Background: an optimization exercise with open tools, aiming at small area, a short achievable clock period and few clock cycles. Do not read the settings as production practice.
At most, simulation tests tie the RTL to the original design; equivalence was not proved.
Power and IR drop assume default switching activity.

Design zhxpu_core, start of the top module:
module zhxpu_core(
	input clk,
	input rst,
	output wire [15:0] imem_addr,
	input [15:0] imem_rdata,
	input imem_ready,
	output wire [15:0] dmem_addr,
	output wire [15:0] dmem_wdata,
	output wire dmem_we,
	output wire dmem_re,
	input [15:0] dmem_rdata,
	input dmem_ready
);
For scale: roughly 280 flip-flops, ~18,000 µm² of cells after synthesis.
==> flow/config.mk <==
export PLATFORM = sky130hd
export DESIGN_NAME = zhxpu_core
export DESIGN_NICKNAME = zhxpu_core
export VERILOG_FILES = /design/flow/design.v
export SDC_FILE = /design/flow/constraint.sdc
export NUM_CORES = 4
export LEC_CHECK = 0
export ABC_AREA = 1
export CAP_MARGIN = 20
export CORE_MARGIN = 2
export CORE_UTILIZATION = 60
export CTS_BUF_LIST = sky130_fd_sc_hd__clkbuf_8
export SETUP_SLACK_MARGIN = 5
export SLEW_MARGIN = 20
export TNS_END_PERCENT = 10
==> flow/constraint.sdc <==
create_clock -name core_clock -period 9.0 [get_ports {clk}]
set_input_delay 1.8000 -clock core_clock [delete_from_list [all_inputs] [get_ports {clk}]]
set_output_delay 1.8000 -clock core_clock [all_outputs]
set_load 0.01 [all_outputs]
standard.sh (not shown) runs the stock make flow with config.mk's settings and CLKGATE_MAP_FILE= SYNTH_SCRIPT=/design/flow/synth_recipe.tcl, a recipe that flattens the netlist after the stock synthesis.
==> flow/flow/run.sh <==
#!/bin/bash
set -euo pipefail
bash standard.sh "BUFFER_PORTS_ARGS=-buffer_cell sky130_fd_sc_hd__buf_2" SETUP_SLACK_MARGIN=5.5 finish > standard_flow.log 2>&1
Testbench counts at the start, summed over its fixed seeds: cycles 41,488.
Edit:
--- a/flow/design.v
+++ b/flow/design.v
@@ -42,25 +42,25 @@
 	wire [15:0] sh1 = ex_a[0] ? {fill, sh_in[15:1]} : sh_in;
 	wire [15:0] sh2 = ex_a[1] ? {{2{fill}}, sh1[15:2]} : sh1;
 	wire [15:0] sh4 = ex_a[2] ? {{4{fill}}, sh2[15:4]} : sh2;
 	wire [15:0] sh8 = ex_a[3] ? {{8{fill}}, sh4[15:8]} : sh4;
 	wire [15:0] shr = big ? {16{fill}} : sh8;
 	wire [15:0] shr_rev;
 	generate for (gi = 0; gi < 16; gi = gi + 1) begin : g_rev2
 		assign shr_rev[gi] = shr[15 - gi];
 	end endgenerate
 	wire ex_add = !(ex_ld | ex_and | ex_or | ex_sh);
-	wire [15:0] oth_fast = ({16{ex_and}} & (ex_a & ex_b)) | ({16{ex_or}} & (ex_a | ex_b));
-	wire [15:0] oth = oth_fast | ({16{ex_ld}} & dmem_rdata)
-		| ({16{ex_sh & ex_shl}} & shr_rev) | ({16{ex_sh & !ex_shl}} & shr);
+	wire [15:0] oth = ({16{ex_ld}} & dmem_rdata) | ({16{ex_and}} & (ex_a & ex_b))
+		| ({16{ex_or}} & (ex_a | ex_b)) | ({16{ex_sh & ex_shl}} & shr_rev)
+		| ({16{ex_sh & !ex_shl}} & shr);
 	wire [15:0] ex_res = ex_add ? sum : oth;
-	wire ex_zero = ex_add ? add_zero : ~|oth_fast;
+	wire ex_zero = ex_add ? add_zero : ~|oth;
 	wire ex_t = !add_zero;   
 	assign dmem_addr = ex_a;
 	assign dmem_wdata = ex_b;
 	assign dmem_we = ex_st;
 	assign dmem_re = ex_ld;
 	always @(posedge clk) begin
 		if (ex_wr) begin
 			case (ex_dst)
 				4'd8: sp <= ex_res;
 				4'd9: ih <= ex_res;
@@ -131,35 +131,31 @@
 	wire fwd_b = ex_wr_gpr && ex_dst[2:0] == b_idx;
 	wire [15:0] a_val = fwd_a ? ex_res : a_reg;
 	wire [15:0] b_val = fwd_b ? ex_res : b_reg;
 	wire t_val = ex_cmp ? ex_t : t;
 	wire [15:0] sext8 = {{8{ir[7]}}, ir[7:0]};
 	wire [15:0] sext4 = {{12{ir[3]}}, ir[3:0]};
 	wire [15:0] sext5 = {{11{ir[4]}}, ir[4:0]};
 	wire [15:0] sext11 = {{5{ir[10]}}, ir[10:0]};
 	wire [3:0] shamt = (ir[4:2] == 3'b000) ? 4'd8 : {1'b0, ir[4:2]};
 	wire br_rel = i_b | i_beqz | i_bnez | i_bteqz | i_btnez;
+	wire [15:0] tgt_base = br_rel ? pc : a_reg;
 	wire off5 = i_lw | i_sw;
-	wire [7:0] mem_off = off5 ? {{3{ir[4]}}, ir[4:0]} : ir[7:0];
-	wire off_neg = off5 ? ir[4] : ir[7];
-	wire [8:0] agu_lo = {1'b0, a_reg[7:0]} + {1'b0, mem_off};
-	wire [7:0] agu_inc = a_reg[15:8] + 8'd1;
-	wire [7:0] agu_dec = a_reg[15:8] - 8'd1;
-	wire [7:0] agu_hi = (agu_lo[8] == off_neg) ? a_reg[15:8] : (off_neg ? agu_dec : agu_inc);
-	wire [15:0] agu = {agu_hi, agu_lo[7:0]};
-	wire [15:0] br_off = i_b ? sext11 : sext8;
-	wire [15:0] br_target = pc + br_off;
+	wire [15:0] tgt_off = ({16{i_b}} & sext11) | ({16{off5}} & sext5) | ({16{!i_b & !off5}} & sext8);
+	wire [15:0] agu;
+	zx_add16 u_agu(.a(tgt_base), .b(tgt_off), .cin(1'b0), .s(agu));
 	wire ex_slow = ex_sh | ex_ld;
 	wire stall = fwd_a && (i_mem || ((i_beqz | i_bnez | br_jump) && ex_slow));
 	wire a_zero = fwd_a ? ex_zero : (a_reg == 16'b0);
 	wire taken = i_b | (i_beqz & a_zero) | (i_bnez & !a_zero)
 		| (i_bteqz & !t_val) | (i_btnez & t_val) | br_jump;
+	wire [15:0] br_target = agu;
 	wire [15:0] pc_inc = pc + 16'd1;
 	wire [15:0] br_dest = br_jump ? a_val : br_target;
 	wire [15:0] pc_next = taken ? br_dest : pc_inc;
 	wire i_addu_subu = g_11100;
 	wire s1_a = i_addiu | i_addiu3 | i_addsp | g_11100 | i_and | i_or | i_cmp | i_srav
 		| i_mfih | i_mtih;
 	wire s1_agu = i_mem;
 	wire s1_pc = d_br | (i_mfpc & !ex_br);
 	wire s1_exa = i_mfpc & ex_br;
 	wire s1_sh = g_shift;
- synthesized cell count came out lower by 12%
- global-route usage came out higher by 0.13 points
- via count came out lower by 6.2%
- total power came out higher by 0.47%
- utilization came out higher by 3.2 points
- sequential power is about the same
The RTL of the second run of this note was laid out without a check of its function.

---

== run a ==
zhxpu_core, a different RTL version from the one above (not shown whole).
Size: ~2400 cells after synthesis, about 280 flip-flops, ~86 I/O pins, about 0.018 mm^2 of cells after synthesis.
export LEC_CHECK = 0
export ABC_AREA = 1
export CAP_MARGIN = 20
export CORE_MARGIN = 2
export CORE_UTILIZATION = 60
export CTS_BUF_LIST = sky130_fd_sc_hd__clkbuf_8
export SETUP_SLACK_MARGIN = 5
export SLEW_MARGIN = 20
export TNS_END_PERCENT = 10
create_clock -name core_clock -period 9.0 [get_ports {clk}]
Scripts as last shown in full above: flow/flow/run.sh
Input-level comparison between run b and run a:
--- a/flow/design.v
+++ b/flow/design.v
@@ -44,22 +44,21 @@
 	wire [15:0] sh4 = ex_a[2] ? {{4{fill}}, sh2[15:4]} : sh2;
 	wire [15:0] sh8 = ex_a[3] ? {{8{fill}}, sh4[15:8]} : sh4;
 	wire [15:0] shr = big ? {16{fill}} : sh8;
 	wire [15:0] shr_rev;
 	generate for (gi = 0; gi < 16; gi = gi + 1) begin : g_rev2
 		assign shr_rev[gi] = shr[15 - gi];
 	end endgenerate
 	wire ex_add = !(ex_ld | ex_and | ex_or | ex_sh);
-	wire [15:0] oth_fast = ({16{ex_and}} & (ex_a & ex_b)) | ({16{ex_or}} & (ex_a | ex_b));
-	wire [15:0] oth = oth_fast | ({16{ex_ld}} & dmem_rdata)
-		| ({16{ex_sh & ex_shl}} & shr_rev) | ({16{ex_sh & !ex_shl}} & shr);
+	wire [15:0] oth = ({16{ex_ld}} & dmem_rdata) | ({16{ex_and}} & (ex_a & ex_b))
+		| ({16{ex_or}} & (ex_a | ex_b)) | ({16{ex_sh & ex_shl}} & shr_rev)
+		| ({16{ex_sh & !ex_shl}} & shr);
 	wire [15:0] ex_res = ex_add ? sum : oth;
-	wire [15:0] ex_jres = ex_add ? sum : oth_fast;
-	wire ex_zero = ex_add ? add_zero : ~|oth_fast;
+	wire ex_zero = ex_add ? add_zero : ~|oth;
 	wire ex_t = !add_zero;   
 	assign dmem_addr = ex_a;
 	assign dmem_wdata = ex_b;
 	assign dmem_we = ex_st;
 	assign dmem_re = ex_ld;
 	always @(posedge clk) begin
 		if (ex_wr) begin
 			case (ex_dst)
@@ -150,18 +149,17 @@
 	wire [15:0] br_off = i_b ? sext11 : sext8;
 	wire [15:0] br_target = pc + br_off;
 	wire ex_slow = ex_sh | ex_ld;
 	wire stall = fwd_a && (i_mem || ((i_beqz | i_bnez | br_jump) && ex_slow));
 	wire a_zero = fwd_a ? ex_zero : (a_reg == 16'b0);
 	wire taken = i_b | (i_beqz & a_zero) | (i_bnez & !a_zero)
 		| (i_bteqz & !t_val) | (i_btnez & t_val) | br_jump;
 	wire [15:0] pc_inc = pc + 16'd1;
-	wire [15:0] a_jmp = fwd_a ? ex_jres : a_reg;
-	wire [15:0] br_dest = br_jump ? a_jmp : br_target;
+	wire [15:0] br_dest = br_jump ? a_val : br_target;
 	wire [15:0] pc_next = taken ? br_dest : pc_inc;
 	wire i_addu_subu = g_11100;
 	wire s1_a = i_addiu | i_addiu3 | i_addsp | g_11100 | i_and | i_or | i_cmp | i_srav
 		| i_mfih | i_mtih;
 	wire s1_agu = i_mem;
 	wire s1_pc = d_br | (i_mfpc & !ex_br);
 	wire s1_exa = i_mfpc & ex_br;
 	wire s1_sh = g_shift;
### Flow results
Run b: flow completed, timing, DRC and antenna clean
In the flow results for run a and run b, the wire length of the first global-routing pass is larger on run a.
Run a → run b: share of the final layout cell area in sequential cells climbed 1.4 points, register-to-register setup slack down 180 ps, switching power share of the total fell 1.6 points, maximum clock frequency fell by about 5%.
Changes observed in run b relative to run a: worst hold slack after final layout comparable, growth of design area from synthesis to finish higher, logic depth of the worst path, buffers included climbed 8, routed wire length saw a decrease.
Testbench counts of run b, summed over its fixed seeds: cycles 41,488.
Function not checked in run a: the RTL went through the layout flow alone.

## port drivers added, routing unchanged
How much do the figures lean on ideal ports? The routed layouts below were timed once more, with nothing changed but the port constraints.
Step 1: set_driving_cell puts a clkbuf_16 on clk and a buf_2 on each other input, an assumption about the parent block.
Step 2 adds t to the input delays and takes it off the output delays; t is the mean of the earliest and latest rising clock arrival at the registers after step 1. Input paths then give back, and output paths get back, about the clock's delay inside the block.
a / b / c = no drivers / after step 1 / after step 2; a / b = the first two.
| run | shift t [ns] | slack for setup (ns) | worst setup path at the end |
|---|---|---|---|
| the first run of note 1 | 0.636 | 5.531 / 5.531 / 5.086 | input to register |
| the second run of note 1 | 0.615 | 5.048 / 5.048 / 4.605 | input to register |
| run a | 0.637 | 5.527 / 5.527 / 5.193 | input to register |
| run b | 0.623 | 5.343 / 5.343 / 4.763 | input to register |
After both steps every run listed still meets setup and hold. For run b, which loses most, drivers alone change the setup slack by 0.000 ns; drivers and shift together by -0.580 ns.
